Context: an optimization exercise on an open-source flow, tuned for small area. The choices shown serve that exercise and are no tape-out recipe.
The RTL was checked by simulation tests, not by an equivalence proof against the original design.

### design/flow/config.mk
export PLATFORM = sky130hd
export DESIGN_NAME = reaction_timer_game
export DESIGN_NICKNAME = reaction_timer_game
export VERILOG_FILES = /design/flow/design.v
export SDC_FILE = /design/flow/constraint.sdc
export NUM_CORES = 4
export LEC_CHECK = 0
export CAP_MARGIN = 20
export CORE_MARGIN = 2
export CORE_UTILIZATION = 40
export SLEW_MARGIN = 20
### design/flow/constraint.sdc
create_clock -name core_clock -period 140.0 [get_ports {clk}]
set_input_delay 28.0000 -clock core_clock [delete_from_list [all_inputs] [get_ports {clk}]]
set_output_delay 28.0000 -clock core_clock [all_outputs]
set_load 0.01 [all_outputs]
### design/flow/design.v
`timescale 1ns / 1ps
module reaction_timer_game (
    input  logic clk,        
    input  logic rst,    
    input  logic BTNC,   
    output logic LED,     
    output logic [6:0] SEG,  
    output logic DP,         
    output logic [7:0] AN    
);
    parameter int CLK_FREQ        = 10_000; 
    parameter int MIN_DELAY_S     = 2;
    parameter int MAX_DELAY_S     = 15;
    parameter int DEBOUNCE_COUNT  = 20; 
    parameter int PENALTY_DISPLAY_MS = 2000;
    parameter int TIMEOUT_S       = 10;
    localparam logic [3:0] DIGIT_A = 4'd10;
    localparam logic [3:0] DIGIT_L = 4'd11;
    localparam logic [3:0] DIGIT_O = 4'd12;
    localparam logic [3:0] DIGIT_H = 4'd13;
    localparam logic [3:0] DIGIT_BLANK = 4'd15;
    logic btn_sync_0, btn_sync_1;
    logic btn_debounced;
    logic [17:0] debounce_counter;
    always_ff @(posedge clk) begin
        if (rst) begin
            btn_sync_0 <= 0;
            btn_sync_1 <= 0;
        end else begin
            btn_sync_0 <= BTNC;
            btn_sync_1 <= btn_sync_0;
        end
    end
    always_ff @(posedge clk) begin
        if (rst) begin
            btn_debounced <= 0;
            debounce_counter <= 0;
        end else if (btn_sync_1 != btn_debounced) begin
            debounce_counter <= debounce_counter + 1;
            if (debounce_counter >= DEBOUNCE_COUNT) begin
                btn_debounced <= btn_sync_1;
                debounce_counter <= 0;
            end
        end else begin
            debounce_counter <= 0;
        end
    end
    logic btn_last;
    always_ff @(posedge clk) begin
        if (rst)
            btn_last <= 0;
        else
            btn_last <= btn_debounced;
    end
    wire btn_pressed = btn_debounced & ~btn_last;
    logic [15:0] lfsr;
    always_ff @(posedge clk) begin
        if (rst)
            lfsr <= 16'hACE1;
        else
        lfsr <= {lfsr[14:0], lfsr[15] ^ lfsr[13] ^ lfsr[12] ^ lfsr[10]};
    end
    int rand_delay_cycles;
    int delay_counter;
    typedef enum logic [2:0] {
        IDLE      = 3'b000,
        WAIT_DELAY= 3'b001,
        LED_ON    = 3'b010,
        DONE      = 3'b011,
        PENALTY   = 3'b100,
        TIMEOUT   = 3'b101
    } state_t;
    state_t state;
    int start_counter;
    int reaction_time_ms;
    int penalty_counter;
    always_ff @(posedge clk) begin
        if (rst) begin
            state <= IDLE;
            LED <= 0;
            reaction_time_ms <= 0;
            penalty_counter <= 0;
        end else
        case (state)
            IDLE: begin
                LED <= 0;
                reaction_time_ms <= 0;
                penalty_counter <= 0;
                if (btn_pressed) begin
                    rand_delay_cycles <= ((lfsr % (MAX_DELAY_S - MIN_DELAY_S + 1)) + MIN_DELAY_S) * CLK_FREQ;
                    delay_counter <= 0;
                    state <= WAIT_DELAY;
                end
            end
            WAIT_DELAY: begin
                delay_counter <= delay_counter + 1;
                if (btn_pressed) begin
                    state <= PENALTY;
                    penalty_counter <= 0;
                end else if (delay_counter >= rand_delay_cycles) begin
                    LED <= 1;
                    start_counter <= 0;
                    state <= LED_ON;
                end
            end
            LED_ON: begin
                start_counter <= start_counter + 1;
                if (btn_pressed) begin
                    LED <= 0;
                    reaction_time_ms <= start_counter / (CLK_FREQ / 1000);
                    state <= DONE;
                end else if (start_counter >= (TIMEOUT_S * CLK_FREQ)) begin
                    LED <= 0;
                    state <= TIMEOUT;
                end
            end
            DONE: begin
                if (btn_pressed) begin
                    rand_delay_cycles <= ((lfsr % (MAX_DELAY_S - MIN_DELAY_S + 1)) + MIN_DELAY_S) * CLK_FREQ;
                    delay_counter <= 0;
                    reaction_time_ms <= 0;
                    state <= WAIT_DELAY;
                end
            end
            PENALTY: begin
                penalty_counter <= penalty_counter + 1;
                if (penalty_counter >= (PENALTY_DISPLAY_MS * (CLK_FREQ/1000))) begin
                    state <= IDLE;
                end
            end
            TIMEOUT: begin
                penalty_counter <= penalty_counter + 1;
                if (penalty_counter >= (PENALTY_DISPLAY_MS * (CLK_FREQ/1000))) begin
                    state <= IDLE;
                end
            end
        endcase
    end
    logic [3:0] digit [7:0];
    int seconds;
    int milliseconds;
    always_comb begin
        seconds = reaction_time_ms / 1000;
        milliseconds = reaction_time_ms % 1000;
        if (state == IDLE) begin
            digit[0] = DIGIT_A;
            digit[1] = DIGIT_H;
            digit[2] = DIGIT_O;
            digit[3] = DIGIT_L;
            digit[4] = DIGIT_A;
            digit[5] = DIGIT_BLANK;
            digit[6] = DIGIT_BLANK;
            digit[7] = DIGIT_BLANK;
        end else if (state == PENALTY) begin
            digit[0] = 4'd9;
            digit[1] = 4'd9;
            digit[2] = 4'd9;
            digit[3] = 4'd9;
            digit[4] = DIGIT_BLANK;
            digit[5] = DIGIT_BLANK;
            digit[6] = DIGIT_BLANK;
            digit[7] = DIGIT_BLANK;
        end else if (state == TIMEOUT) begin
            digit[0] = 4'd1;
            digit[1] = 4'd1;
            digit[2] = 4'd1;
            digit[3] = 4'd1;
            digit[4] = DIGIT_BLANK;
            digit[5] = DIGIT_BLANK;
            digit[6] = DIGIT_BLANK;
            digit[7] = DIGIT_BLANK;
        end else begin
            digit[0] = milliseconds % 10;
            digit[1] = (milliseconds / 10) % 10;
            digit[2] = (milliseconds / 100) % 10;
            digit[3] = seconds % 10;
            digit[4] = (seconds / 10) % 10;
            digit[5] = DIGIT_BLANK;
            digit[6] = DIGIT_BLANK;
            digit[7] = DIGIT_BLANK;
        end
    end
    logic [6:0] refresh_counter;
    logic [2:0]  current_digit;
    always_ff @(posedge clk) begin
        if (rst) begin
            refresh_counter <= 0;
            current_digit <= 0;
        end else begin
            refresh_counter <= refresh_counter + 1;
            current_digit <= refresh_counter[6:4];
        end
    end
    assign AN = ~(8'b00000001 << current_digit);
    assign DP = (current_digit == 3) ? 1'b0 : 1'b1;
    always_comb begin
        case (digit[current_digit])
            4'd0: SEG = 7'b1000000;
            4'd1: SEG = 7'b1111001;
            4'd2: SEG = 7'b0100100;
            4'd3: SEG = 7'b0110000;
            4'd4: SEG = 7'b0011001;
            4'd5: SEG = 7'b0010010;
            4'd6: SEG = 7'b0000010;
            4'd7: SEG = 7'b1111000;
            4'd8: SEG = 7'b0000000;
            4'd9: SEG = 7'b0010000;
            DIGIT_A: SEG = 7'b0001000;       
            DIGIT_L: SEG = 7'b1000111;       
            DIGIT_O: SEG = 7'b1000000;       
            DIGIT_H: SEG = 7'b0001001;       
            DIGIT_BLANK: SEG = 7'b1111111;  
            default: SEG = 7'b1111111;
        endcase
    end
endmodule
### design/flow/run.sh
#!/bin/bash
# synth_recipe.tcl (not shown) runs the flow's synth.tcl, then flattens the netlist and writes it again
# the make line also repeats each setting of config.mk as NAME=value (left out here)
make -C /OpenROAD-flow-scripts/flow DESIGN_CONFIG=/design/flow/config.mk WORK_HOME=/design/flow/orfs CLKGATE_MAP_FILE= SYNTH_SCRIPT=/design/flow/synth_recipe.tcl finish
==> metrics.yaml <==
placement:
  io_buffer_count: 19
  hpwl_mm: 77.3
  dp_cells: 6163
  place.gp.congestion: 0.933
critical_path:
  startpoint: "reaction_time_ms[3]"
  r2r_start: "start_counter[0]"
  start_kind: "register"
  max_stage_delay_ns: 0.83
  worstSetupEndpointType: "output port"
  worstSetupEndpoint: "SEG[3]"
  worstRegToRegCells: 84
  crit_arrival_ns: 43.85
  critPathKind: "reg -> out"
  r2r_end: "reaction_time_ms[27]"
  regToRegSetupSlack_ns: 117.21
  worstPathMaxFanout: 20
  critPathRequiredTime_ns: 112.00
  crit_slowest_cell: "xnor2_1"
cts:
  post_cts_buffers: 0
  cts.repair.resized: 0
  hold_buffers: 0
  root_buffer: "clkbuf_16"
  cts.path.max_buffers: 3
  cts_buffers: 24
  cts_tree: "done"
  cts-htree-levels: 1
  cts_sinks: 208
  cts.clk_slew.worst_paths_ns: 0.06
  clock_latency_ns: 0.57
global_routing:
  grt_overflow_total: 0
  grt_pass1_wl_mm: 168
  grt_usage: 0.204
  antenna_found_initial: 1
  grt_max_degree: 72
  first_global_vias: 33200
layout:
  layout-drive-gt1-share: 0.0709
  n_fill_cell: 9433
  area_growth_pct: 4.79
  final_nets: 5144
  multiInputGateArea_mm2: 0.0295
  seqCellArea_mm2: 0.00509
  stdcell_count: 6208
yosys:
  synth_ff_type: "dfxtp_1"
  synth-compound-area-share: 0.294
  synth_area_mm2: 0.0371
  synth_edf_count: 92
  ys_types: 167
  synth_top_family_by_area: "compound AO/OA/AOI/OAI gates"
  ys_top_cells_by_count: "539 x nor2_1, 458 x nand2_1, 348 x inv_1, 330 x xnor2_1, 322 x a21oi_1"
  synth_xor_area_frac: 0.133
  synth-simple-area-share: 0.253
  yosysMostFrequentCell: "nor2_1"
  yosys.area.top_type_share: 0.0780
  yosys.area_share.adder: 0.0828
  synthMuxAreaShare: 0.0318
  synth.area.top_cells: "xnor2_1 7.8%, edfxtp_1 7.5%, dfxtp_1 6.3%"
  yosysWarnings: 2
  synth_top_area_cell: "xnor2_1"
  synthArstFlopShare: 0
  synth_seq_cells: 208
  syn_inst: 5071
  ys_seq_area_frac: 0.137
  syn_area_per_cell_um2: 7.31
routing:
  routed_wl_mm: 100
  drt_iter0_drc: 3054
  post-route-drc-count: 0
  vias: 36500
  ant_nets: 0
  via_per_inst: 5.88
  wl_per_cell_um: 16.2
  first_pass_iters: 6
die:
  die_height_um: 308
  die_area_mm2: 0.0951
  rows: 111
  core_mm2: 0.0918
  die_x_um: 308
  boundaryPins: 20
  start_util: 0.404
timing:
  fin_crit_sh: 0.513
  max_freq_mhz: 13.9
  slew-limit-headroom: 0.269
  finalCriticalPeriod_ns: 71.85
  fin_skew_ns: 0.0416
  rsz0062_at_grt: "no"
  hold_violations: 0
  drv_slew: 0
  tightest_slew_ns: 1.09
  setup_viol: 0
  setup-tns-final_ns: 0
flow_run:
  drv_cap: 0
run_status:
  status: "no timing/DRC/antenna violations"
worst_hold_path:
  worstHoldPathType: "reg -> reg"
flip-flops by register name, indices dropped and copies added, names as in the netlist:
signal	cells
LED	1
start_counter	32
btn_debounced	1
rand_delay_cycles	28
btn_sync_0	1
state	3
penalty_counter	32
lfsr	16
delay_counter	32
reaction_time_ms	32
btn_last	1
refresh_counter	7
current_digit	3
debounce_counter	18
btn_sync_1	1
metrics by stage:
stage	hold WS [ns]	utilization	instance area [µm²]	worst slack [ns]
2_1_floorplan	0.413	-	37100	77.39
3_3_place_gp	0.429	0.414	38000	70.64
3_5_place_dp	0.444	0.414	38000	69.52
4_1_cts	0.459	0.423	38800	68.75
5_1_grt	0.477	0.423	38800	64.88
6_report	0.454	0.423	38800	68.15
layout by cell type, fill, tap and decap left out, types with 26 or more instances in the layout:
| master | instances |
|---|---|
| a31oi_1 | 78 |
| nand2b_1 | 44 |
| o22ai_1 | 30 |
| a22oi_1 | 43 |
| nor4_1 | 45 |
| a211oi_1 | 40 |
| dfxtp_1 | 115 |
| a21o_1 | 42 |
| nand2_1 | 458 |
| nand3_1 | 150 |
| buf_4 | 46 |
| or2_2 | 35 |
| inv_1 | 348 |
| and3_1 | 75 |
| a21oi_1 | 321 |
| o31ai_1 | 64 |
| ha_1 | 139 |
| o21ai_1 | 56 |
| xnor2_1 | 329 |
| o21ai_0 | 277 |
| mux2i_1 | 64 |
| nor3_1 | 156 |
| edfxtp_1 | 92 |
| and2_1 | 51 |
| o21a_1 | 36 |
| nand4_1 | 61 |
| xor2_1 | 201 |
| o21bai_1 | 30 |
| nor2_1 | 538 |
| mux2_2 | 31 |
| a211o_1 | 29 |
| o211ai_1 | 56 |
| or3_1 | 80 |
| or4_1 | 26 |
| nor2b_1 | 36 |
| fa_1 | 56 |
how the worst min path moves through the flow:
stage                                   from                 end  slack [ns]  depth (start not counted)
after floorplan           refresh_counter[0]  refresh_counter[0]        0.41                          1
after global placement    refresh_counter[0]  refresh_counter[0]        0.43                          1
after detailed placement  refresh_counter[0]  refresh_counter[0]        0.44                          1
after CTS                 refresh_counter[0]  refresh_counter[0]        0.46                          1
after global routing      refresh_counter[0]  refresh_counter[0]        0.48                          1
final                     refresh_counter[0]  refresh_counter[0]        0.45                          1
worst max-delay path, delay by kind of cell, from the launching register on:
family          cells  cell delay [ns]
xor+xnor            5             2.15
flops               1             0.40
compound gates     66            22.30
simple gates       37            11.41
buf+inv             3             0.93
mux                12             4.57
fa+ha+maj           5             1.41
routing by layer:
layer | global-route usage | wire [µm]
met1 | 0.302 | 50300
met2 | 0.325 | 43900
met3 | 0.0111 | 4570
met4 | 0.0412 | 1650
met5 | 0 | 0
cells by family (layout without fill, tap and decap cells):
kind of cell | after synthesis | in the layout
AO/OA/AOI/OAI | 1521 | 1521
XOR/XNOR | 545 | 545
adder cells (fa/ha/maj) | 216 | 216
buffers and inverters | 579 | 460
flip-flops | 208 | 208
multiplexers | 106 | 106
other | 1 | 14
AND/OR/NAND/NOR | 1895 | 1895
area by class of cell:
type                    instances  area share
diodes                          1   0.0000644
clock buffers                  30      0.0168
clock inverters                14     0.00403
inverters                     351      0.0339
multi-input cells            4296       0.760
flip-flops and latches        208       0.131
well taps                    1243      0.0400
repair buffers                 65      0.0137

## what the ideal ports hide
How much do the figures lean on ideal ports? The routed layout below was timed once more, with nothing changed but the port constraints.
Step 1 sets driving cells, clkbuf_16 on the clock port and buf_2 on the other inputs (assumed; they add their load-dependent delay and slew).
Step 2 times the ports against the registers' clock, not the clock port: input delays grow and output delays shrink by t, the midpoint of the rising clock arrivals with the driver on.
Three values: no drivers, after step 1, after step 2; two values: the first two.
t, ns: 0.615
slack for setup (ns): 68.154 / 68.089 / 68.703
hold WS [ns]: 0.454 / 0.454 / 0.454
latest minus earliest clock arrival (ns): 0.041 / 0.041
cell pins on the clock port's net: 1
After both steps setup and hold are still met in this run. For this run, drivers alone change the setup slack by -0.065 ns; drivers and shift together by +0.549 ns.
